This design comes from an exercise in tuning for small area on the open sky130 flow, not from production work.
In this exercise RTL edits were held to simulation tests only and were not proved equivalent to the original.
The flow treats the clock pin as an ideal source, which a real chip does not have.
No activity file was given, so power comes from the tool's default toggle rates.

--- design/flow/flow/run.sh ---
#!/bin/bash
# The standard layout (standard.sh), with these changes:
#  - synthesis maps to the x1 (or x0) size of every cell: the platform's
#    don't-use list plus the larger sizes (flow/synth_dont_use.txt); ABC
#    otherwise upsizes the one-gate modules for a load they do not have.
#    Placement and timing repair may still use every size;
#  - the port buffers are the smallest buffer cell (buf_1);
#  - clock tree: clkbuf_4 buffers and no dummy loads, then each clock buffer
#    is sized to the smallest clkbuf that keeps the slew at the flip-flop
#    clock pins under 120 ps (flow/clk_size.tcl).
# Each step's output goes to a log file of its own here; ORFS's own logs are
# under orfs/logs.
set -euo pipefail
R=orfs/results/sky130hd/ALU_top/base
bash standard.sh synth "DONT_USE_CELLS=$(cat flow/synth_dont_use.txt)" > synth.log 2>&1
export BUFFER_PORTS_ARGS="-buffer_cell sky130_fd_sc_hd__buf_1"
export CTS_ARGS="-sink_clustering_enable -repair_clock_nets -dont_use_dummy_load -buf_list sky130_fd_sc_hd__clkbuf_4"
bash standard.sh cts > place_cts.log 2>&1
ODB_IN=$R/4_cts.odb ODB_OUT=$R/4_cts.odb SDC_IN=$R/4_cts.sdc \
  LIB=$FLOW_HOME/platforms/sky130hd/lib/sky130_fd_sc_hd__tt_025C_1v80.lib \
  PLATFORM_DIR=$FLOW_HOME/platforms/sky130hd CLK_SLEW_TARGET=0.120 CLK_ROOT_SLEW_TARGET=0.25 \
  openroad -no_splash -exit flow/clk_size.tcl > clk_size.log 2>&1
bash standard.sh > route_finish.log 2>&1
--- design/flow/flow/clk_size.tcl ---
# Sizes each clock buffer to the smallest clkbuf that keeps the slew at the
# pins it drives under a target, leaves first, then re-legalizes placement.
read_db $::env(ODB_IN)
read_liberty $::env(LIB)
read_sdc $::env(SDC_IN)
source $::env(PLATFORM_DIR)/setRC.tcl
set_propagated_clock [all_clocks]
estimate_parasitics -placement
set target $::env(CLK_SLEW_TARGET)
set sizes {sky130_fd_sc_hd__clkbuf_1 sky130_fd_sc_hd__clkbuf_2 sky130_fd_sc_hd__clkbuf_4 sky130_fd_sc_hd__clkbuf_8 sky130_fd_sc_hd__clkbuf_16}
proc load_slew {inst} {
  set mx 0
  set out [get_pins -of_objects [get_cells $inst] -filter "direction == output"]
  set net [get_nets -of_objects $out]
  foreach p [get_pins -of_objects $net -filter "direction == input"] {
    set s [get_property $p slew_max]
    if {$s > $mx} { set mx $s }
  }
  return $mx
}
proc drives_flops {inst} {
  set out [get_pins -of_objects [get_cells $inst] -filter "direction == output"]
  set net [get_nets -of_objects $out]
  foreach p [get_pins -of_objects $net -filter "direction == input"] {
    if {[string match *CLK [get_full_name $p]]} { return 1 }
  }
  return 0
}
set bufs {}
foreach i [get_cells -hierarchical *] {
  if {[string match *clkbuf* [get_property $i ref_name]]} { lappend bufs [get_full_name $i] }
}
set leaves {}; set others {}
foreach b $bufs { if {[drives_flops $b]} { lappend leaves $b } else { lappend others $b } }
foreach pass {1 2} {
  foreach b [concat $leaves $others] {
    set t [expr {[lsearch $leaves $b] >= 0 ? $target : $::env(CLK_ROOT_SLEW_TARGET)}]
    foreach s $sizes {
      replace_cell [get_cells $b] [get_lib_cells */$s]
      estimate_parasitics -placement
      if {[load_slew $b] <= $t} { break }
    }
    puts "clock buffer $b: [get_property [get_cells $b] ref_name] slew [load_slew $b]"
  }
}
detailed_placement
check_placement
estimate_parasitics -placement
set mx 0
foreach p [get_pins -hierarchical */CLK] { set s [get_property $p slew_max]; if {$s > $mx} {set mx $s} }
puts "max flop clock slew $mx"
write_db $::env(ODB_OUT)
--- design/flow/flow/synth_dont_use.txt ---
sky130_fd_sc_hd__probe_p_8 sky130_fd_sc_hd__probec_p_8 sky130_fd_sc_hd__lpflow_bleeder_1 sky130_fd_sc_hd__lpflow_clkbufkapwr_1 sky130_fd_sc_hd__lpflow_clkbufkapwr_16 sky130_fd_sc_hd__lpflow_clkbufkapwr_2 sky130_fd_sc_hd__lpflow_clkbufkapwr_4 sky130_fd_sc_hd__lpflow_clkbufkapwr_8 sky130_fd_sc_hd__lpflow_clkinvkapwr_1 sky130_fd_sc_hd__lpflow_clkinvkapwr_16 sky130_fd_sc_hd__lpflow_clkinvkapwr_2 sky130_fd_sc_hd__lpflow_clkinvkapwr_4 sky130_fd_sc_hd__lpflow_clkinvkapwr_8 sky130_fd_sc_hd__lpflow_decapkapwr_12 sky130_fd_sc_hd__lpflow_decapkapwr_3 sky130_fd_sc_hd__lpflow_decapkapwr_4 sky130_fd_sc_hd__lpflow_decapkapwr_6 sky130_fd_sc_hd__lpflow_decapkapwr_8 sky130_fd_sc_hd__lpflow_inputiso0n_1 sky130_fd_sc_hd__lpflow_inputiso0p_1 sky130_fd_sc_hd__lpflow_inputiso1n_1 sky130_fd_sc_hd__lpflow_inputiso1p_1 sky130_fd_sc_hd__lpflow_inputisolatch_1 sky130_fd_sc_hd__lpflow_isobufsrc_1 sky130_fd_sc_hd__lpflow_isobufsrc_16 sky130_fd_sc_hd__lpflow_isobufsrc_2 sky130_fd_sc_hd__lpflow_isobufsrc_4 sky130_fd_sc_hd__lpflow_isobufsrc_8 sky130_fd_sc_hd__lpflow_isobufsrckapwr_16 sky130_fd_sc_hd__lpflow_lsbuf_lh_hl_isowell_tap_1 sky130_fd_sc_hd__lpflow_lsbuf_lh_hl_isowell_tap_2 sky130_fd_sc_hd__lpflow_lsbuf_lh_hl_isowell_tap_4 sky130_fd_sc_hd__lpflow_lsbuf_lh_isowell_4 sky130_fd_sc_hd__lpflow_lsbuf_lh_isowell_tap_1 sky130_fd_sc_hd__lpflow_lsbuf_lh_isowell_tap_2 sky130_fd_sc_hd__lpflow_lsbuf_lh_isowell_tap_4 sky130_fd_sc_hd__a2111o_2 sky130_fd_sc_hd__a2111o_4 sky130_fd_sc_hd__a2111oi_2 sky130_fd_sc_hd__a2111oi_4 sky130_fd_sc_hd__a211o_2 sky130_fd_sc_hd__a211o_4 sky130_fd_sc_hd__a211oi_2 sky130_fd_sc_hd__a211oi_4 sky130_fd_sc_hd__a21bo_2 sky130_fd_sc_hd__a21bo_4 sky130_fd_sc_hd__a21boi_2 sky130_fd_sc_hd__a21boi_4 sky130_fd_sc_hd__a21o_2 sky130_fd_sc_hd__a21o_4 sky130_fd_sc_hd__a21oi_2 sky130_fd_sc_hd__a21oi_4 sky130_fd_sc_hd__a221o_2 sky130_fd_sc_hd__a221o_4 sky130_fd_sc_hd__a221oi_2 sky130_fd_sc_hd__a221oi_4 sky130_fd_sc_hd__a22o_2 sky130_fd_sc_hd__a22o_4 sky130_fd_sc_hd__a22oi_2 sky130_fd_sc_hd__a22oi_4 sky130_fd_sc_hd__a2bb2o_2 sky130_fd_sc_hd__a2bb2o_4 sky130_fd_sc_hd__a2bb2oi_2 sky130_fd_sc_hd__a2bb2oi_4 sky130_fd_sc_hd__a311o_2 sky130_fd_sc_hd__a311o_4 sky130_fd_sc_hd__a311oi_2 sky130_fd_sc_hd__a311oi_4 sky130_fd_sc_hd__a31o_2 sky130_fd_sc_hd__a31o_4 sky130_fd_sc_hd__a31oi_2 sky130_fd_sc_hd__a31oi_4 sky130_fd_sc_hd__a32o_2 sky130_fd_sc_hd__a32o_4 sky130_fd_sc_hd__a32oi_2 sky130_fd_sc_hd__a32oi_4 sky130_fd_sc_hd__a41o_2 sky130_fd_sc_hd__a41o_4 sky130_fd_sc_hd__a41oi_2 sky130_fd_sc_hd__a41oi_4 sky130_fd_sc_hd__and2_2 sky130_fd_sc_hd__and2_4 sky130_fd_sc_hd__and2b_2 sky130_fd_sc_hd__and2b_4 sky130_fd_sc_hd__and3_2 sky130_fd_sc_hd__and3_4 sky130_fd_sc_hd__and3b_2 sky130_fd_sc_hd__and3b_4 sky130_fd_sc_hd__and4_2 sky130_fd_sc_hd__and4_4 sky130_fd_sc_hd__and4b_2 sky130_fd_sc_hd__and4b_4 sky130_fd_sc_hd__and4bb_2 sky130_fd_sc_hd__and4bb_4 sky130_fd_sc_hd__buf_12 sky130_fd_sc_hd__buf_16 sky130_fd_sc_hd__buf_2 sky130_fd_sc_hd__buf_6 sky130_fd_sc_hd__buf_8 sky130_fd_sc_hd__bufbuf_16 sky130_fd_sc_hd__bufbuf_8 sky130_fd_sc_hd__bufinv_16 sky130_fd_sc_hd__bufinv_8 sky130_fd_sc_hd__clkbuf_16 sky130_fd_sc_hd__clkbuf_2 sky130_fd_sc_hd__clkbuf_4 sky130_fd_sc_hd__clkbuf_8 sky130_fd_sc_hd__clkdlybuf4s15_2 sky130_fd_sc_hd__clkdlybuf4s18_2 sky130_fd_sc_hd__clkdlybuf4s25_2 sky130_fd_sc_hd__clkdlybuf4s50_2 sky130_fd_sc_hd__clkinv_16 sky130_fd_sc_hd__clkinv_2 sky130_fd_sc_hd__clkinv_4 sky130_fd_sc_hd__clkinv_8 sky130_fd_sc_hd__clkinvlp_2 sky130_fd_sc_hd__clkinvlp_4 sky130_fd_sc_hd__decap_12 sky130_fd_sc_hd__decap_3 sky130_fd_sc_hd__decap_4 sky130_fd_sc_hd__decap_6 sky130_fd_sc_hd__decap_8 sky130_fd_sc_hd__dfbbn_2 sky130_fd_sc_hd__dfrbp_2 sky130_fd_sc_hd__dfrtp_2 sky130_fd_sc_hd__dfrtp_4 sky130_fd_sc_hd__dfsbp_2 sky130_fd_sc_hd__dfstp_2 sky130_fd_sc_hd__dfstp_4 sky130_fd_sc_hd__dfxbp_2 sky130_fd_sc_hd__dfxtp_2 sky130_fd_sc_hd__dfxtp_4 sky130_fd_sc_hd__diode_2 sky130_fd_sc_hd__dlclkp_2 sky130_fd_sc_hd__dlclkp_4 sky130_fd_sc_hd__dlrbn_2 sky130_fd_sc_hd__dlrbp_2 sky130_fd_sc_hd__dlrtn_2 sky130_fd_sc_hd__dlrtn_4 sky130_fd_sc_hd__dlrtp_2 sky130_fd_sc_hd__dlrtp_4 sky130_fd_sc_hd__dlxbn_2 sky130_fd_sc_hd__dlxtn_2 sky130_fd_sc_hd__dlxtn_4 sky130_fd_sc_hd__ebufn_2 sky130_fd_sc_hd__ebufn_4 sky130_fd_sc_hd__ebufn_8 sky130_fd_sc_hd__einvn_2 sky130_fd_sc_hd__einvn_4 sky130_fd_sc_hd__einvn_8 sky130_fd_sc_hd__einvp_2 sky130_fd_sc_hd__einvp_4 sky130_fd_sc_hd__einvp_8 sky130_fd_sc_hd__fa_2 sky130_fd_sc_hd__fa_4 sky130_fd_sc_hd__ha_2 sky130_fd_sc_hd__ha_4 sky130_fd_sc_hd__inv_12 sky130_fd_sc_hd__inv_16 sky130_fd_sc_hd__inv_2 sky130_fd_sc_hd__inv_4 sky130_fd_sc_hd__inv_6 sky130_fd_sc_hd__inv_8 sky130_fd_sc_hd__maj3_2 sky130_fd_sc_hd__maj3_4 sky130_fd_sc_hd__mux2_2 sky130_fd_sc_hd__mux2_4 sky130_fd_sc_hd__mux2_8 sky130_fd_sc_hd__mux2i_2 sky130_fd_sc_hd__mux2i_4 sky130_fd_sc_hd__mux4_2 sky130_fd_sc_hd__mux4_4 sky130_fd_sc_hd__nand2_2 sky130_fd_sc_hd__nand2_4 sky130_fd_sc_hd__nand2_8 sky130_fd_sc_hd__nand2b_2 sky130_fd_sc_hd__nand2b_4 sky130_fd_sc_hd__nand3_2 sky130_fd_sc_hd__nand3_4 sky130_fd_sc_hd__nand3b_2 sky130_fd_sc_hd__nand3b_4 sky130_fd_sc_hd__nand4_2 sky130_fd_sc_hd__nand4_4 sky130_fd_sc_hd__nand4b_2 sky130_fd_sc_hd__nand4b_4 sky130_fd_sc_hd__nand4bb_2 sky130_fd_sc_hd__nand4bb_4 sky130_fd_sc_hd__nor2_2 sky130_fd_sc_hd__nor2_4 sky130_fd_sc_hd__nor2_8 sky130_fd_sc_hd__nor2b_2 sky130_fd_sc_hd__nor2b_4 sky130_fd_sc_hd__nor3_2 sky130_fd_sc_hd__nor3_4 sky130_fd_sc_hd__nor3b_2 sky130_fd_sc_hd__nor3b_4 sky130_fd_sc_hd__nor4_2 sky130_fd_sc_hd__nor4_4 sky130_fd_sc_hd__nor4b_2 sky130_fd_sc_hd__nor4b_4 sky130_fd_sc_hd__nor4bb_2 sky130_fd_sc_hd__nor4bb_4 sky130_fd_sc_hd__o2111a_2 sky130_fd_sc_hd__o2111a_4 sky130_fd_sc_hd__o2111ai_2 sky130_fd_sc_hd__o2111ai_4 sky130_fd_sc_hd__o211a_2 sky130_fd_sc_hd__o211a_4 sky130_fd_sc_hd__o211ai_2 sky130_fd_sc_hd__o211ai_4 sky130_fd_sc_hd__o21a_2 sky130_fd_sc_hd__o21a_4 sky130_fd_sc_hd__o21ai_2 sky130_fd_sc_hd__o21ai_4 sky130_fd_sc_hd__o21ba_2 sky130_fd_sc_hd__o21ba_4 sky130_fd_sc_hd__o21bai_2 sky130_fd_sc_hd__o21bai_4 sky130_fd_sc_hd__o221a_2 sky130_fd_sc_hd__o221a_4 sky130_fd_sc_hd__o221ai_2 sky130_fd_sc_hd__o221ai_4 sky130_fd_sc_hd__o22a_2 sky130_fd_sc_hd__o22a_4 sky130_fd_sc_hd__o22ai_2 sky130_fd_sc_hd__o22ai_4 sky130_fd_sc_hd__o2bb2a_2 sky130_fd_sc_hd__o2bb2a_4 sky130_fd_sc_hd__o2bb2ai_2 sky130_fd_sc_hd__o2bb2ai_4 sky130_fd_sc_hd__o311a_2 sky130_fd_sc_hd__o311a_4 sky130_fd_sc_hd__o311ai_2 sky130_fd_sc_hd__o311ai_4 sky130_fd_sc_hd__o31a_2 sky130_fd_sc_hd__o31a_4 sky130_fd_sc_hd__o31ai_2 sky130_fd_sc_hd__o31ai_4 sky130_fd_sc_hd__o32a_2 sky130_fd_sc_hd__o32a_4 sky130_fd_sc_hd__o32ai_2 sky130_fd_sc_hd__o32ai_4 sky130_fd_sc_hd__o41a_2 sky130_fd_sc_hd__o41a_4 sky130_fd_sc_hd__o41ai_2 sky130_fd_sc_hd__o41ai_4 sky130_fd_sc_hd__or2_2 sky130_fd_sc_hd__or2_4 sky130_fd_sc_hd__or2b_2 sky130_fd_sc_hd__or2b_4 sky130_fd_sc_hd__or3_2 sky130_fd_sc_hd__or3_4 sky130_fd_sc_hd__or3b_2 sky130_fd_sc_hd__or3b_4 sky130_fd_sc_hd__or4_2 sky130_fd_sc_hd__or4_4 sky130_fd_sc_hd__or4b_2 sky130_fd_sc_hd__or4b_4 sky130_fd_sc_hd__or4bb_2 sky130_fd_sc_hd__or4bb_4 sky130_fd_sc_hd__sdfbbn_2 sky130_fd_sc_hd__sdfrbp_2 sky130_fd_sc_hd__sdfrtp_2 sky130_fd_sc_hd__sdfrtp_4 sky130_fd_sc_hd__sdfsbp_2 sky130_fd_sc_hd__sdfstp_2 sky130_fd_sc_hd__sdfstp_4 sky130_fd_sc_hd__sdfxbp_2 sky130_fd_sc_hd__sdfxtp_2 sky130_fd_sc_hd__sdfxtp_4 sky130_fd_sc_hd__sdlclkp_2 sky130_fd_sc_hd__sdlclkp_4 sky130_fd_sc_hd__sedfxbp_2 sky130_fd_sc_hd__sedfxtp_2 sky130_fd_sc_hd__sedfxtp_4 sky130_fd_sc_hd__xnor2_2 sky130_fd_sc_hd__xnor2_4 sky130_fd_sc_hd__xnor3_2 sky130_fd_sc_hd__xnor3_4 sky130_fd_sc_hd__xor2_2 sky130_fd_sc_hd__xor2_4 sky130_fd_sc_hd__xor3_2 sky130_fd_sc_hd__xor3_4
--- design/flow/standard.sh ---
#!/bin/bash
# synth_recipe.tcl (not shown) runs the flow's synth.tcl, then flattens the netlist and writes it again
# the make line also repeats each setting of config.mk as NAME=value (left out here)
make -C /OpenROAD-flow-scripts/flow DESIGN_CONFIG=/design/flow/config.mk WORK_HOME=/design/flow/orfs CLKGATE_MAP_FILE= SYNTH_SCRIPT=/design/flow/synth_recipe.tcl "${@:-finish}"
--- design/flow/config.mk ---
export PLATFORM = sky130hd
export DESIGN_NAME = ALU_top
export DESIGN_NICKNAME = ALU_top
export VERILOG_FILES = /design/flow/design.v
export SDC_FILE = /design/flow/constraint.sdc
export NUM_CORES = 4
export LEC_CHECK = 0
export CAP_MARGIN = 20
export CORE_MARGIN = 2
export CORE_UTILIZATION = 70
export SLEW_MARGIN = 20
export SYNTH_HIERARCHICAL = 1
export SYNTH_MINIMUM_KEEP_SIZE = 1
--- design/flow/constraint.sdc ---
create_clock -name core_clock -period 4.5 [get_ports {clk}]
set_input_delay 0.9000 -clock core_clock [delete_from_list [all_inputs] [get_ports {clk}]]
set_output_delay 0.9000 -clock core_clock [all_outputs]
set_load 0.01 [all_outputs]
--- design/flow/design.v ---
`timescale 1ns / 1ps
module ALU_top(
    input clk,
    input [31:0] a,
    input [31:0] b,
    input [3:0] f,
    output reg [31:0] y,
    output reg [3:0] zero
    );
    reg  [31:0] a_r, b_r;
    reg  [3:0]  f_r;
    wire [31:0] y_c;
    wire [3:0]  zero_c;
    ALU u_alu(.a(a_r), .b(b_r), .f(f_r), .y(y_c), .zero(zero_c));
    always @(posedge clk) begin
        a_r  <= a;
        b_r  <= b;
        f_r  <= f;
        y    <= y_c;
        zero <= zero_c;
    end
endmodule

`timescale 1ns / 1ps
module ALU(
   input signed [31:0] a, b,
   input [3:0] f,
   output signed [31:0] y,
   output [3:0] zero
   );
   wire bb0, p0, g0, bb1, pn1, gn1, bb2, p2, g2, bb3, pn3, gn3, bb4, p4, g4, bb5, pn5, gn5, bb6, p6, g6, qn0, yb0, cn1, l1, q1, y1, c2, qn2, y2, cn3, l3, q3, y3, c4, qn4, y4, cn5, l5, q5, y5, c6, qn6, y6, cn7, bb7, pn7, gn7, bb8, p8, g8, bb9, pn9, gn9, bb10, p10, g10, bb11, pn11, gn11, bb12, p12, g12, bb13, pn13, gn13, l7, q7, y7, c8, qn8, y8, cn9, l9, q9, y9, c10, qn10, y10, cn11, l11, q11, y11, c12, qn12, y12, cn13, l13, q13, y13, gx7, Gn7_8, G7_9, Gn7_10, G7_11, Gn7_12, G7_13, Px7, Pw7, Pn7, C14, bb14, p14, g14, bb15, pn15, gn15, bb16, p16, g16, bb17, pn17, gn17, bb18, p18, g18, bb19, pn19, gn19, qn14, y14, cn15, l15, q15, y15, c16, qn16, y16, cn17, l17, q17, y17, c18, qn18, y18, cn19, l19, q19, y19, gx14, G14_15, Gn14_16, G14_17, Gn14_18, G14_19, Px14, Pw14, P14, Cn20, bb20, pn20, gn20, bb21, p21, g21, bb22, pn22, gn22, bb23, p23, g23, bb24, pn24, gn24, l20, q20, y20, c21, qn21, y21, cn22, l22, q22, y22, c23, qn23, y23, cn24, l24, q24, y24, gx20, Gn20_21, G20_22, Gn20_23, G20_24, Px20, Pw20, Pn20, C25, bb25, p25, g25, bb26, pn26, gn26, bb27, p27, g27, bb28, pn28, gn28, qn25, y25, cn26, l26, q26, y26, c27, qn27, y27, cn28, l28, q28, y28, gx25, G25_26, Gn25_27, G25_28, Px25, Pw25, P25, Cn29, bb29, pn29, gn29, bb30, p30, g30, bb31, pn31, gn31, l29, q29, y29, c30, qn30, y30, cn31, l31, q31, y31, c32, slt, y0, zf0, zf1, zf2, zf3, zf4, zf5, zf6, zf7, zf8, zf9, zf10, zn0, zn1, zn2, zr;
   wire K1, K2, K3, K1n, K2n, K3n, S7;
   alu_ctrl u_ctrl (.f(f), .K1(K1), .K2(K2), .K3(K3), .K1n(K1n), .K2n(K2n), .K3n(K3n), .S7(S7));
   g_xor2 u_bb0 (.a(b[0]), .b(f[2]), .y(bb0));
   g_ha u_p0 (.a(a[0]), .b(bb0), .s(p0), .c(g0));
   g_xor2 u_bb1 (.a(b[1]), .b(f[2]), .y(bb1));
   g_xnor2 u_pn1 (.a(a[1]), .b(bb1), .y(pn1));
   g_nand2 u_gn1 (.a(a[1]), .b(bb1), .y(gn1));
   g_xor2 u_bb2 (.a(b[2]), .b(f[2]), .y(bb2));
   g_ha u_p2 (.a(a[2]), .b(bb2), .s(p2), .c(g2));
   g_xor2 u_bb3 (.a(b[3]), .b(f[2]), .y(bb3));
   g_xnor2 u_pn3 (.a(a[3]), .b(bb3), .y(pn3));
   g_nand2 u_gn3 (.a(a[3]), .b(bb3), .y(gn3));
   g_xor2 u_bb4 (.a(b[4]), .b(f[2]), .y(bb4));
   g_ha u_p4 (.a(a[4]), .b(bb4), .s(p4), .c(g4));
   g_xor2 u_bb5 (.a(b[5]), .b(f[2]), .y(bb5));
   g_xnor2 u_pn5 (.a(a[5]), .b(bb5), .y(pn5));
   g_nand2 u_gn5 (.a(a[5]), .b(bb5), .y(gn5));
   g_xor2 u_bb6 (.a(b[6]), .b(f[2]), .y(bb6));
   g_ha u_p6 (.a(a[6]), .b(bb6), .s(p6), .c(g6));
   g_a222oi u_qn0 (.a1(K1), .a2(f[2]), .b1(K2), .b2(g0), .c1(K3), .c2(p0), .y(qn0));
   g_xnor2 u_yb0 (.a(p0), .b(qn0), .y(yb0));
   g_a21oi u_cn1 (.a1(p0), .a2(f[2]), .b1(g0), .y(cn1));
   g_o22ai u_l1 (.a1(K2n), .a2(gn1), .b1(K3n), .b2(pn1), .y(l1));
   g_o21bai u_q1 (.a1(K1n), .a2(cn1), .b1n(l1), .y(q1));
   g_xnor2 u_y1 (.a(pn1), .b(q1), .y(y1));
   g_o21ai u_c2 (.a1(pn1), .a2(cn1), .b1(gn1), .y(c2));
   g_a222oi u_qn2 (.a1(K1), .a2(c2), .b1(K2), .b2(g2), .c1(K3), .c2(p2), .y(qn2));
   g_xnor2 u_y2 (.a(p2), .b(qn2), .y(y2));
   g_a21oi u_cn3 (.a1(p2), .a2(c2), .b1(g2), .y(cn3));
   g_o22ai u_l3 (.a1(K2n), .a2(gn3), .b1(K3n), .b2(pn3), .y(l3));
   g_o21bai u_q3 (.a1(K1n), .a2(cn3), .b1n(l3), .y(q3));
   g_xnor2 u_y3 (.a(pn3), .b(q3), .y(y3));
   g_o21ai u_c4 (.a1(pn3), .a2(cn3), .b1(gn3), .y(c4));
   g_a222oi u_qn4 (.a1(K1), .a2(c4), .b1(K2), .b2(g4), .c1(K3), .c2(p4), .y(qn4));
   g_xnor2 u_y4 (.a(p4), .b(qn4), .y(y4));
   g_a21oi u_cn5 (.a1(p4), .a2(c4), .b1(g4), .y(cn5));
   g_o22ai u_l5 (.a1(K2n), .a2(gn5), .b1(K3n), .b2(pn5), .y(l5));
   g_o21bai u_q5 (.a1(K1n), .a2(cn5), .b1n(l5), .y(q5));
   g_xnor2 u_y5 (.a(pn5), .b(q5), .y(y5));
   g_o21ai u_c6 (.a1(pn5), .a2(cn5), .b1(gn5), .y(c6));
   g_a222oi u_qn6 (.a1(K1), .a2(c6), .b1(K2), .b2(g6), .c1(K3), .c2(p6), .y(qn6));
   g_xnor2 u_y6 (.a(p6), .b(qn6), .y(y6));
   g_a21oi u_cn7 (.a1(p6), .a2(c6), .b1(g6), .y(cn7));
   g_xor2 u_bb7 (.a(b[7]), .b(f[2]), .y(bb7));
   g_xnor2 u_pn7 (.a(a[7]), .b(bb7), .y(pn7));
   g_nand2 u_gn7 (.a(a[7]), .b(bb7), .y(gn7));
   g_xor2 u_bb8 (.a(b[8]), .b(f[2]), .y(bb8));
   g_ha u_p8 (.a(a[8]), .b(bb8), .s(p8), .c(g8));
   g_xor2 u_bb9 (.a(b[9]), .b(f[2]), .y(bb9));
   g_xnor2 u_pn9 (.a(a[9]), .b(bb9), .y(pn9));
   g_nand2 u_gn9 (.a(a[9]), .b(bb9), .y(gn9));
   g_xor2 u_bb10 (.a(b[10]), .b(f[2]), .y(bb10));
   g_ha u_p10 (.a(a[10]), .b(bb10), .s(p10), .c(g10));
   g_xor2 u_bb11 (.a(b[11]), .b(f[2]), .y(bb11));
   g_xnor2 u_pn11 (.a(a[11]), .b(bb11), .y(pn11));
   g_nand2 u_gn11 (.a(a[11]), .b(bb11), .y(gn11));
   g_xor2 u_bb12 (.a(b[12]), .b(f[2]), .y(bb12));
   g_ha u_p12 (.a(a[12]), .b(bb12), .s(p12), .c(g12));
   g_xor2 u_bb13 (.a(b[13]), .b(f[2]), .y(bb13));
   g_xnor2 u_pn13 (.a(a[13]), .b(bb13), .y(pn13));
   g_nand2 u_gn13 (.a(a[13]), .b(bb13), .y(gn13));
   g_o22ai u_l7 (.a1(K2n), .a2(gn7), .b1(K3n), .b2(pn7), .y(l7));
   g_o21bai u_q7 (.a1(K1n), .a2(cn7), .b1n(l7), .y(q7));
   g_xnor2 u_y7 (.a(pn7), .b(q7), .y(y7));
   g_o21ai u_c8 (.a1(pn7), .a2(cn7), .b1(gn7), .y(c8));
   g_a222oi u_qn8 (.a1(K1), .a2(c8), .b1(K2), .b2(g8), .c1(K3), .c2(p8), .y(qn8));
   g_xnor2 u_y8 (.a(p8), .b(qn8), .y(y8));
   g_a21oi u_cn9 (.a1(p8), .a2(c8), .b1(g8), .y(cn9));
   g_o22ai u_l9 (.a1(K2n), .a2(gn9), .b1(K3n), .b2(pn9), .y(l9));
   g_o21bai u_q9 (.a1(K1n), .a2(cn9), .b1n(l9), .y(q9));
   g_xnor2 u_y9 (.a(pn9), .b(q9), .y(y9));
   g_o21ai u_c10 (.a1(pn9), .a2(cn9), .b1(gn9), .y(c10));
   g_a222oi u_qn10 (.a1(K1), .a2(c10), .b1(K2), .b2(g10), .c1(K3), .c2(p10), .y(qn10));
   g_xnor2 u_y10 (.a(p10), .b(qn10), .y(y10));
   g_a21oi u_cn11 (.a1(p10), .a2(c10), .b1(g10), .y(cn11));
   g_o22ai u_l11 (.a1(K2n), .a2(gn11), .b1(K3n), .b2(pn11), .y(l11));
   g_o21bai u_q11 (.a1(K1n), .a2(cn11), .b1n(l11), .y(q11));
   g_xnor2 u_y11 (.a(pn11), .b(q11), .y(y11));
   g_o21ai u_c12 (.a1(pn11), .a2(cn11), .b1(gn11), .y(c12));
   g_a222oi u_qn12 (.a1(K1), .a2(c12), .b1(K2), .b2(g12), .c1(K3), .c2(p12), .y(qn12));
   g_xnor2 u_y12 (.a(p12), .b(qn12), .y(y12));
   g_a21oi u_cn13 (.a1(p12), .a2(c12), .b1(g12), .y(cn13));
   g_o22ai u_l13 (.a1(K2n), .a2(gn13), .b1(K3n), .b2(pn13), .y(l13));
   g_o21bai u_q13 (.a1(K1n), .a2(cn13), .b1n(l13), .y(q13));
   g_xnor2 u_y13 (.a(pn13), .b(q13), .y(y13));
   g_and2 u_gx7 (.a(a[7]), .b(bb7), .y(gx7));
   g_a21oi u_Gn7_8 (.a1(p8), .a2(gx7), .b1(g8), .y(Gn7_8));
   g_o21ai u_G7_9 (.a1(pn9), .a2(Gn7_8), .b1(gn9), .y(G7_9));
   g_a21oi u_Gn7_10 (.a1(p10), .a2(G7_9), .b1(g10), .y(Gn7_10));
   g_o21ai u_G7_11 (.a1(pn11), .a2(Gn7_10), .b1(gn11), .y(G7_11));
   g_a21oi u_Gn7_12 (.a1(p12), .a2(G7_11), .b1(g12), .y(Gn7_12));
   g_o21ai u_G7_13 (.a1(pn13), .a2(Gn7_12), .b1(gn13), .y(G7_13));
   g_nand3 u_Px7 (.a(p8), .b(p10), .c(p12), .y(Px7));
   g_nor4 u_Pw7 (.a(pn7), .b(pn9), .c(pn11), .d(pn13), .y(Pw7));
   g_nand2b u_Pn7 (.an(Px7), .b(Pw7), .y(Pn7));
   g_o21bai u_C14 (.a1(Pn7), .a2(cn7), .b1n(G7_13), .y(C14));
   g_xor2 u_bb14 (.a(b[14]), .b(f[2]), .y(bb14));
   g_ha u_p14 (.a(a[14]), .b(bb14), .s(p14), .c(g14));
   g_xor2 u_bb15 (.a(b[15]), .b(f[2]), .y(bb15));
   g_xnor2 u_pn15 (.a(a[15]), .b(bb15), .y(pn15));
   g_nand2 u_gn15 (.a(a[15]), .b(bb15), .y(gn15));
   g_xor2 u_bb16 (.a(b[16]), .b(f[2]), .y(bb16));
   g_ha u_p16 (.a(a[16]), .b(bb16), .s(p16), .c(g16));
   g_xor2 u_bb17 (.a(b[17]), .b(f[2]), .y(bb17));
   g_xnor2 u_pn17 (.a(a[17]), .b(bb17), .y(pn17));
   g_nand2 u_gn17 (.a(a[17]), .b(bb17), .y(gn17));
   g_xor2 u_bb18 (.a(b[18]), .b(f[2]), .y(bb18));
   g_ha u_p18 (.a(a[18]), .b(bb18), .s(p18), .c(g18));
   g_xor2 u_bb19 (.a(b[19]), .b(f[2]), .y(bb19));
   g_xnor2 u_pn19 (.a(a[19]), .b(bb19), .y(pn19));
   g_nand2 u_gn19 (.a(a[19]), .b(bb19), .y(gn19));
   g_a222oi u_qn14 (.a1(K1), .a2(C14), .b1(K2), .b2(g14), .c1(K3), .c2(p14), .y(qn14));
   g_xnor2 u_y14 (.a(p14), .b(qn14), .y(y14));
   g_a21oi u_cn15 (.a1(p14), .a2(C14), .b1(g14), .y(cn15));
   g_o22ai u_l15 (.a1(K2n), .a2(gn15), .b1(K3n), .b2(pn15), .y(l15));
   g_o21bai u_q15 (.a1(K1n), .a2(cn15), .b1n(l15), .y(q15));
   g_xnor2 u_y15 (.a(pn15), .b(q15), .y(y15));
   g_o21ai u_c16 (.a1(pn15), .a2(cn15), .b1(gn15), .y(c16));
   g_a222oi u_qn16 (.a1(K1), .a2(c16), .b1(K2), .b2(g16), .c1(K3), .c2(p16), .y(qn16));
   g_xnor2 u_y16 (.a(p16), .b(qn16), .y(y16));
   g_a21oi u_cn17 (.a1(p16), .a2(c16), .b1(g16), .y(cn17));
   g_o22ai u_l17 (.a1(K2n), .a2(gn17), .b1(K3n), .b2(pn17), .y(l17));
   g_o21bai u_q17 (.a1(K1n), .a2(cn17), .b1n(l17), .y(q17));
   g_xnor2 u_y17 (.a(pn17), .b(q17), .y(y17));
   g_o21ai u_c18 (.a1(pn17), .a2(cn17), .b1(gn17), .y(c18));
   g_a222oi u_qn18 (.a1(K1), .a2(c18), .b1(K2), .b2(g18), .c1(K3), .c2(p18), .y(qn18));
   g_xnor2 u_y18 (.a(p18), .b(qn18), .y(y18));
   g_a21oi u_cn19 (.a1(p18), .a2(c18), .b1(g18), .y(cn19));
   g_o22ai u_l19 (.a1(K2n), .a2(gn19), .b1(K3n), .b2(pn19), .y(l19));
   g_o21bai u_q19 (.a1(K1n), .a2(cn19), .b1n(l19), .y(q19));
   g_xnor2 u_y19 (.a(pn19), .b(q19), .y(y19));
   g_nand2 u_gx14 (.a(a[14]), .b(bb14), .y(gx14));
   g_o21ai u_G14_15 (.a1(pn15), .a2(gx14), .b1(gn15), .y(G14_15));
   g_a21oi u_Gn14_16 (.a1(p16), .a2(G14_15), .b1(g16), .y(Gn14_16));
   g_o21ai u_G14_17 (.a1(pn17), .a2(Gn14_16), .b1(gn17), .y(G14_17));
   g_a21oi u_Gn14_18 (.a1(p18), .a2(G14_17), .b1(g18), .y(Gn14_18));
   g_o21ai u_G14_19 (.a1(pn19), .a2(Gn14_18), .b1(gn19), .y(G14_19));
   g_nand3 u_Px14 (.a(p14), .b(p16), .c(p18), .y(Px14));
   g_nor3 u_Pw14 (.a(pn15), .b(pn17), .c(pn19), .y(Pw14));
   g_nor2b u_P14 (.a(Px14), .bn(Pw14), .y(P14));
   g_a21oi u_Cn20 (.a1(P14), .a2(C14), .b1(G14_19), .y(Cn20));
   g_xor2 u_bb20 (.a(b[20]), .b(f[2]), .y(bb20));
   g_xnor2 u_pn20 (.a(a[20]), .b(bb20), .y(pn20));
   g_nand2 u_gn20 (.a(a[20]), .b(bb20), .y(gn20));
   g_xor2 u_bb21 (.a(b[21]), .b(f[2]), .y(bb21));
   g_ha u_p21 (.a(a[21]), .b(bb21), .s(p21), .c(g21));
   g_xor2 u_bb22 (.a(b[22]), .b(f[2]), .y(bb22));
   g_xnor2 u_pn22 (.a(a[22]), .b(bb22), .y(pn22));
   g_nand2 u_gn22 (.a(a[22]), .b(bb22), .y(gn22));
   g_xor2 u_bb23 (.a(b[23]), .b(f[2]), .y(bb23));
   g_ha u_p23 (.a(a[23]), .b(bb23), .s(p23), .c(g23));
   g_xor2 u_bb24 (.a(b[24]), .b(f[2]), .y(bb24));
   g_xnor2 u_pn24 (.a(a[24]), .b(bb24), .y(pn24));
   g_nand2 u_gn24 (.a(a[24]), .b(bb24), .y(gn24));
   g_o22ai u_l20 (.a1(K2n), .a2(gn20), .b1(K3n), .b2(pn20), .y(l20));
   g_o21bai u_q20 (.a1(K1n), .a2(Cn20), .b1n(l20), .y(q20));
   g_xnor2 u_y20 (.a(pn20), .b(q20), .y(y20));
   g_o21ai u_c21 (.a1(pn20), .a2(Cn20), .b1(gn20), .y(c21));
   g_a222oi u_qn21 (.a1(K1), .a2(c21), .b1(K2), .b2(g21), .c1(K3), .c2(p21), .y(qn21));
   g_xnor2 u_y21 (.a(p21), .b(qn21), .y(y21));
   g_a21oi u_cn22 (.a1(p21), .a2(c21), .b1(g21), .y(cn22));
   g_o22ai u_l22 (.a1(K2n), .a2(gn22), .b1(K3n), .b2(pn22), .y(l22));
   g_o21bai u_q22 (.a1(K1n), .a2(cn22), .b1n(l22), .y(q22));
   g_xnor2 u_y22 (.a(pn22), .b(q22), .y(y22));
   g_o21ai u_c23 (.a1(pn22), .a2(cn22), .b1(gn22), .y(c23));
   g_a222oi u_qn23 (.a1(K1), .a2(c23), .b1(K2), .b2(g23), .c1(K3), .c2(p23), .y(qn23));
   g_xnor2 u_y23 (.a(p23), .b(qn23), .y(y23));
   g_a21oi u_cn24 (.a1(p23), .a2(c23), .b1(g23), .y(cn24));
   g_o22ai u_l24 (.a1(K2n), .a2(gn24), .b1(K3n), .b2(pn24), .y(l24));
   g_o21bai u_q24 (.a1(K1n), .a2(cn24), .b1n(l24), .y(q24));
   g_xnor2 u_y24 (.a(pn24), .b(q24), .y(y24));
   g_and2 u_gx20 (.a(a[20]), .b(bb20), .y(gx20));
   g_a21oi u_Gn20_21 (.a1(p21), .a2(gx20), .b1(g21), .y(Gn20_21));
   g_o21ai u_G20_22 (.a1(pn22), .a2(Gn20_21), .b1(gn22), .y(G20_22));
   g_a21oi u_Gn20_23 (.a1(p23), .a2(G20_22), .b1(g23), .y(Gn20_23));
   g_o21ai u_G20_24 (.a1(pn24), .a2(Gn20_23), .b1(gn24), .y(G20_24));
   g_nand2 u_Px20 (.a(p21), .b(p23), .y(Px20));
   g_nor3 u_Pw20 (.a(pn20), .b(pn22), .c(pn24), .y(Pw20));
   g_nand2b u_Pn20 (.an(Px20), .b(Pw20), .y(Pn20));
   g_o21bai u_C25 (.a1(Pn20), .a2(Cn20), .b1n(G20_24), .y(C25));
   g_xor2 u_bb25 (.a(b[25]), .b(f[2]), .y(bb25));
   g_ha u_p25 (.a(a[25]), .b(bb25), .s(p25), .c(g25));
   g_xor2 u_bb26 (.a(b[26]), .b(f[2]), .y(bb26));
   g_xnor2 u_pn26 (.a(a[26]), .b(bb26), .y(pn26));
   g_nand2 u_gn26 (.a(a[26]), .b(bb26), .y(gn26));
   g_xor2 u_bb27 (.a(b[27]), .b(f[2]), .y(bb27));
   g_ha u_p27 (.a(a[27]), .b(bb27), .s(p27), .c(g27));
   g_xor2 u_bb28 (.a(b[28]), .b(f[2]), .y(bb28));
   g_xnor2 u_pn28 (.a(a[28]), .b(bb28), .y(pn28));
   g_nand2 u_gn28 (.a(a[28]), .b(bb28), .y(gn28));
   g_a222oi u_qn25 (.a1(K1), .a2(C25), .b1(K2), .b2(g25), .c1(K3), .c2(p25), .y(qn25));
   g_xnor2 u_y25 (.a(p25), .b(qn25), .y(y25));
   g_a21oi u_cn26 (.a1(p25), .a2(C25), .b1(g25), .y(cn26));
   g_o22ai u_l26 (.a1(K2n), .a2(gn26), .b1(K3n), .b2(pn26), .y(l26));
   g_o21bai u_q26 (.a1(K1n), .a2(cn26), .b1n(l26), .y(q26));
   g_xnor2 u_y26 (.a(pn26), .b(q26), .y(y26));
   g_o21ai u_c27 (.a1(pn26), .a2(cn26), .b1(gn26), .y(c27));
   g_a222oi u_qn27 (.a1(K1), .a2(c27), .b1(K2), .b2(g27), .c1(K3), .c2(p27), .y(qn27));
   g_xnor2 u_y27 (.a(p27), .b(qn27), .y(y27));
   g_a21oi u_cn28 (.a1(p27), .a2(c27), .b1(g27), .y(cn28));
   g_o22ai u_l28 (.a1(K2n), .a2(gn28), .b1(K3n), .b2(pn28), .y(l28));
   g_o21bai u_q28 (.a1(K1n), .a2(cn28), .b1n(l28), .y(q28));
   g_xnor2 u_y28 (.a(pn28), .b(q28), .y(y28));
   g_nand2 u_gx25 (.a(a[25]), .b(bb25), .y(gx25));
   g_o21ai u_G25_26 (.a1(pn26), .a2(gx25), .b1(gn26), .y(G25_26));
   g_a21oi u_Gn25_27 (.a1(p27), .a2(G25_26), .b1(g27), .y(Gn25_27));
   g_o21ai u_G25_28 (.a1(pn28), .a2(Gn25_27), .b1(gn28), .y(G25_28));
   g_nand2 u_Px25 (.a(p25), .b(p27), .y(Px25));
   g_nor2 u_Pw25 (.a(pn26), .b(pn28), .y(Pw25));
   g_nor2b u_P25 (.a(Px25), .bn(Pw25), .y(P25));
   g_a21oi u_Cn29 (.a1(P25), .a2(C25), .b1(G25_28), .y(Cn29));
   g_xor2 u_bb29 (.a(b[29]), .b(f[2]), .y(bb29));
   g_xnor2 u_pn29 (.a(a[29]), .b(bb29), .y(pn29));
   g_nand2 u_gn29 (.a(a[29]), .b(bb29), .y(gn29));
   g_xor2 u_bb30 (.a(b[30]), .b(f[2]), .y(bb30));
   g_ha u_p30 (.a(a[30]), .b(bb30), .s(p30), .c(g30));
   g_xor2 u_bb31 (.a(b[31]), .b(f[2]), .y(bb31));
   g_xnor2 u_pn31 (.a(a[31]), .b(bb31), .y(pn31));
   g_nand2 u_gn31 (.a(a[31]), .b(bb31), .y(gn31));
   g_o22ai u_l29 (.a1(K2n), .a2(gn29), .b1(K3n), .b2(pn29), .y(l29));
   g_o21bai u_q29 (.a1(K1n), .a2(Cn29), .b1n(l29), .y(q29));
   g_xnor2 u_y29 (.a(pn29), .b(q29), .y(y29));
   g_o21ai u_c30 (.a1(pn29), .a2(Cn29), .b1(gn29), .y(c30));
   g_a222oi u_qn30 (.a1(K1), .a2(c30), .b1(K2), .b2(g30), .c1(K3), .c2(p30), .y(qn30));
   g_xnor2 u_y30 (.a(p30), .b(qn30), .y(y30));
   g_a21oi u_cn31 (.a1(p30), .a2(c30), .b1(g30), .y(cn31));
   g_o22ai u_l31 (.a1(K2n), .a2(gn31), .b1(K3n), .b2(pn31), .y(l31));
   g_o21bai u_q31 (.a1(K1n), .a2(cn31), .b1n(l31), .y(q31));
   g_xnor2 u_y31 (.a(pn31), .b(q31), .y(y31));
   g_o21ai u_c32 (.a1(pn31), .a2(cn31), .b1(gn31), .y(c32));
   g_xnor2 u_slt (.a(pn31), .b(c32), .y(slt));
   g_a21o u_y0 (.a1(S7), .a2(slt), .b1(yb0), .y(y0));
   g_nor2 u_zf0 (.a(y13), .b(y19), .y(zf0));
   g_nor2 u_zf1 (.a(y24), .b(y28), .y(zf1));
   g_nor2 u_zf2 (.a(y31), .b(y12), .y(zf2));
   g_nor2 u_zf3 (.a(y18), .b(y23), .y(zf3));
   g_nor2 u_zf4 (.a(y27), .b(y30), .y(zf4));
   g_nor3 u_zf5 (.a(y11), .b(y17), .c(y22), .y(zf5));
   g_nor3 u_zf6 (.a(y26), .b(y29), .c(y10), .y(zf6));
   g_nor3 u_zf7 (.a(y16), .b(y21), .c(y25), .y(zf7));
   g_nor4 u_zf8 (.a(y9), .b(y15), .c(y20), .d(y8), .y(zf8));
   g_nor4 u_zf9 (.a(y14), .b(y7), .c(y6), .d(y5), .y(zf9));
   g_nor4 u_zf10 (.a(y4), .b(y3), .c(y2), .d(y1), .y(zf10));
   g_nand4 u_zn0 (.a(zf0), .b(zf1), .c(zf2), .d(zf3), .y(zn0));
   g_nand4 u_zn1 (.a(zf4), .b(zf5), .c(zf6), .d(zf7), .y(zn1));
   g_nand3 u_zn2 (.a(zf8), .b(zf9), .c(zf10), .y(zn2));
   g_nor4 u_zr (.a(y0), .b(zn0), .c(zn1), .d(zn2), .y(zr));
   assign y = {y31, y30, y29, y28, y27, y26, y25, y24, y23, y22, y21, y20, y19, y18, y17, y16, y15, y14, y13, y12, y11, y10, y9, y8, y7, y6, y5, y4, y3, y2, y1, y0};
   assign zero = {3'b000, zr};
endmodule
module alu_ctrl(input [3:0] f, output K1, K2, K3, K1n, K2n, K3n, S7);
   assign K1 = ~f[3] & f[1] & ~f[0];
   assign K2 = ~f[3] & ~f[1];
   assign K3 = f[3] | (~f[1] & ~f[0]) | (f[2] & f[1] & f[0]);
   assign K1n = ~(~f[3] & f[1] & ~f[0]);
   assign K2n = ~(~f[3] & ~f[1]);
   assign K3n = ~(f[3] | (~f[1] & ~f[0]) | (f[2] & f[1] & f[0]));
   assign S7 = ~f[3] & f[2] & f[1] & f[0];
endmodule
module g_a21o(input a1, a2, b1, output y);
   assign y = (a1 & a2) | b1;
endmodule
module g_a21oi(input a1, a2, b1, output y);
   assign y = ~((a1 & a2) | b1);
endmodule
module g_a222oi(input a1, a2, b1, b2, c1, c2, output y);
   assign y = ~((a1 & a2) | (b1 & b2) | (c1 & c2));
endmodule
module g_and2(input a, b, output y);
   assign y = ~(~a | ~b);
endmodule
module g_ha(input a, b, output s, c);
   assign s = a ^ b;
   assign c = a & b;
endmodule
module g_nand2(input a, b, output y);
   assign y = ~(a & b);
endmodule
module g_nand2b(input an, b, output y);
   assign y = ~(~an & b);
endmodule
module g_nand3(input a, b, c, output y);
   assign y = ~(a & b & c);
endmodule
module g_nand4(input a, b, c, d, output y);
   assign y = ~(a & b & c & d);
endmodule
module g_nor2(input a, b, output y);
   assign y = ~(a | b);
endmodule
module g_nor2b(input a, bn, output y);
   assign y = ~(a | ~bn);
endmodule
module g_nor3(input a, b, c, output y);
   assign y = ~(a | b | c);
endmodule
module g_nor4(input a, b, c, d, output y);
   assign y = ~(a | b | c | d);
endmodule
module g_o21ai(input a1, a2, b1, output y);
   assign y = ~((a1 | a2) & b1);
endmodule
module g_o21bai(input a1, a2, b1n, output y);
   assign y = ~((a1 | a2) & ~b1n);
endmodule
module g_o22ai(input a1, a2, b1, b2, output y);
   assign y = ~((a1 | a2) & (b1 | b2));
endmodule
module g_xnor2(input a, b, output y);
   assign y = (a & b) | (~a & ~b);
endmodule
module g_xor2(input a, b, output y);
   assign y = (a & ~b) | (~a & b);
endmodule
==> reports/qor.csv <==
stage,metric,value,unit
critical_path,"Largest stage delay, worst path",0.37,ns
sta,FMAX,246,MHz
synth,Gate Count Post-Synth,359,
route,Final ANT Viol Nets,0,
power,PnR Total Power,2.02,mW
synth,Cell variety after synth,27,
global_routing,largest net degree at the start of global routing,22,
power,sequential share of power,52.9,%
global_routing,vias in the first global route,2895,
synth,register area share after synthesis,52.2,%
sta,final setup violation count,0,
critical_path,Worst EP required,4.84,ns
synth,prevailing post-synth register cell,dfxtp_1,
finish,n_diodes,0,
route,WL final,8300,µm
clocking,H-Tree Level Count,3,
worst_hold_path,WHS Path Cells,1,
placed_design,GPL Wtd Cong,0.910,
synth,Syn Std Cell Area,3880,µm²
critical_path,CP max FO,14,
sta,Hold WS,0.539,ns
critical_path,slack of the worst reg-to-reg path,0.44,ns
critical_path,Worst Path Buf+Inv,1,
finish,Syn-to-layout area delta,15.3,%
synth,most frequent cell after synthesis,dfxtp_1,
floorplan,Starting Density,71.3,%
sta,endpoints failing hold,0,
global_routing,total track usage,27.5,%
synth,Post-synth top cells,"101 x dfxtp_1, 50 x xnor2_1, 32 x xor2_1, 25 x a21oi_1, 23 x o21ai_1",
power,clock share of power,18.8,%
floorplan,I/O pin count,105,
placed_design,port bufs,101,
power,sw power,634,µW
route,1st-iter DRT viols,252,
power,Leak,1.68,nW
critical_path,CP Depth,20,
critical_path,Crit path top cell by count,a21oi_1,
finish,fill count,360,
floorplan,Die Footprint,6150,µm²
placed_design,Post-Place Cells,534,
clocking,clk slew on worst S/H paths,0.12,ns
sta,count of final max-slew check failures,0,
critical_path,Critical Path End Type,register,
floorplan,chip width,78.4,µm
synth,"EDFF count, synth",0,
power,worst vdd ir,0.287,mV
run,Max-Cap Viols,0,
route,drt pass-1 iters,8,
global_routing,global-route wire length before repair,13000,µm
critical_path,Crit path arrival time,4.40,ns
clocking,CTS max path bufs,2,
critical_path,CP max-delay cell,dfxtp_2,
placed_design,placed cell area,4360,µm²
synth,Syn. warnings,7,
finish,fraction of layout cells with a size suffix above 1,3.61,%
synth,Yosys top cell area share,52.2,%
worst_hold_path,HP Class,in2reg,
clocking,Clock Tree Root,clkbuf_4,
floorplan,Vert. Die Dim,78.4,µm
sta,Worst-Margin Slew,1.07,ns
route,via count,3133,
clocking,CTS tree,yes,
critical_path,worst reg2reg path depth,20,
critical_path,crit start category,register,
route,drt via density,5.77,
floorplan,Rows,27,
power,internal power,1.39,mW
finish,Final Non-Filler Cells,543,
power,Combinational Power Share,28.3,%
global_routing,GRT overflow,0,
synth,syn_area_per_cell,10.8,µm²
floorplan,CORE AREA,5440,µm²
synth,Yosys reg bits,101,
placed_design,DP HPWL,5910,µm
clocking,total clock buffers created by CTS,9,
global_routing,initial antenna violation count,0,
sta,Final Critical Period,4.06,ns
synth,leading area contributor after synthesis,dfxtp_1,
status,outcome,"complete, no violations",
finish,nets,557,
power,PwrDens,452,nW/µm²
finish,final instance area,4470,µm²
clocking,Clock Latency Late Sink,0.44,ns
clocking,clk sinks,101,
route,drc violations,0,
critical_path,critical path class,reg2reg,
sta,Final Skew,0.0375,ns
sta,Max-slew headroom,28.2,%
synth,Post-synth ARST share,0,%
critical_path,"delay-heaviest family, CP",compound AO/OA/AOI/OAI gates,
synth,synth top area cells,"dfxtp_1 52%, xnor2_1 11%, xor2_1 7.2%",
critical_path,"Cell Chain, Critical Path",buf_4 > xor2_1 > xnor2_1 > o21ai_1 > a21oi_1 > o21ai_1 > a21oi_1 > o21ai_1 > a21oi_2 > o21bai_1 > a21oi_1 > o21bai_2 > a21oi_1 > o21ai_1 > a21oi_1 > o21bai_1 > xnor2_1 > nor2_1 > nand4_1 > nor4_1,
power,sw frac,31.4,%
sta,Final Cycle Share,90.3,%
route,Avg WL per Cell,15.3,µm
## final timing paths
kind / startpoint / endpoint
hold / removal: a[7] / a_r[7]$_DFF_P_
hold reg to reg: a_r[4]$_DFF_P_ / y[4]$_DFF_P_
setup reg to reg: f_r[2]$_DFF_P_ / zero[0]$_DFF_P_
setup / recovery: f_r[2]$_DFF_P_ / zero[0]$_DFF_P_
## Yosys stat by module (local to each module, per instance), a selection
module,area (µm²),times used,cells
g_a222oi,10.0,15,1
g_nor2b,6.26,2,1
g_xnor2,8.76,50,1
g_o22ai,6.26,17,1
g_a21oi,5.00,25,1
g_nor3,5.00,5,1
g_and2,6.26,2,1
g_nor4,6.26,5,1
g_nand2,3.75,21,1
## layout make-up
class / instances / area, µm² / share of cell area, %
repair buffers: 104 / 405 / 9.07
clock buffers: 9 / 92.6 / 2.07
well taps: 72 / 90.1 / 2.02
multi-input cells: 255 / 1850 / 41.4
inverters: 2 / 7.51 / 0.168
flip-flops and latches: 101 / 2020 / 45.3
## routing by layer
metal | part of all wire, % | routed length [µm] | GRT usage, % | vias up
met3 | 8.2 | 681 | 8.28 | 25
met1 | 42 | 3510 | 35.2 | 1428
met2 | 47 | 3890 | 43.4 | 161
met5 | 0 | 0 | 0 | -
met4 | 2.6 | 214 | 12.1 | 0
li1 | - | - | - | 1519
## repair_timing
item | in CTS | in global routing
hold buffers | 0 | 0
endpoints found under the hold margin | 0 | 0
setup endpoints to repair | 0 | 1
setup buffers | 0 | 0
resized for setup | 0 | 3
## per-stage QoR
step / util, % / TNS (ns) / setup slack (ns)
5_1_grt: 82.1 / -0.00244 / -0.00244
3_5_place_dp: 80.2 / 0 / 0.488
6_report: 82.1 / 0 / 0.435
3_3_place_gp: 80.2 / 0 / 0.683
4_1_cts: 81.5 / 0 / 0.453
2_1_floorplan: - / 0 / 0.0560
## state kept, by name (all words and copies together) (netlist names)
register,flops
zero,1
a_r,32
f_r,4
y,32
b_r,32
## power by group through the flow
stage                     Clock (mW)  Sequential, mW  Combinational (mW)
after floorplan                    0            1.14               0.336
after global placement             0            1.09               0.545
after detailed placement           0            1.09               0.557
after CTS                      0.341            1.07               0.560
after global routing           0.425            1.08               0.623
final                          0.380            1.07               0.572
## cells by family after synthesis
family	synth area share, %
AND/OR/NAND/NOR	6.91
other	0.0967
adder cells (fa/ha/maj)	4.84
buffers and inverters	0.775
XOR/XNOR	18.5
AO/OA/AOI/OAI	16.7
flip-flops	52.2
## cells in the final DEF (no fill, tap or decap), types with 2 or more instances in the layout
cell type / n
inv_1: 2
o22ai_1: 17
nor4_1: 5
clkbuf_4: 5
nand2_1: 21
clkbuf_8: 4
buf_4: 2
nor2_1: 7
xor2_1: 32
nor2b_1: 2
nor3_1: 5
nand3_1: 3
xnor2_1: 50
a21oi_1: 24
conb_1: 3
o21bai_1: 18
dfxtp_1: 100
buf_1: 101
a222oi_1: 15
nand2b_1: 2
ha_1: 15
and2_1: 2
o21ai_1: 23
nand4_1: 2

-- what the ideal ports hide --
In the flow no input, the clock included, has a driving cell. The finished layout below was timed again as built, in two steps. Step 1 assumes that a clkbuf_16 drives the clock port and a buf_2 every other input. Step 2, shift: input delay + t, output delay - t, t = (earliest + latest rising clock arrival at the registers) / 2. This alone moves slack from input paths to output paths. a / b / c = ideal ports / drivers / drivers and shift; a / b = the first two.
t (ns): 0.449
setup WS [ns]: 0.435 / 0.435 / 0.435
worst setup path at the end: register to register
latest minus earliest clock arrival (ns): 0.038 / 0.038
After both steps setup and hold are still met in this run. The setup slack of this run moves by 0.000 ns with the drivers and by 0.000 ns with both steps.
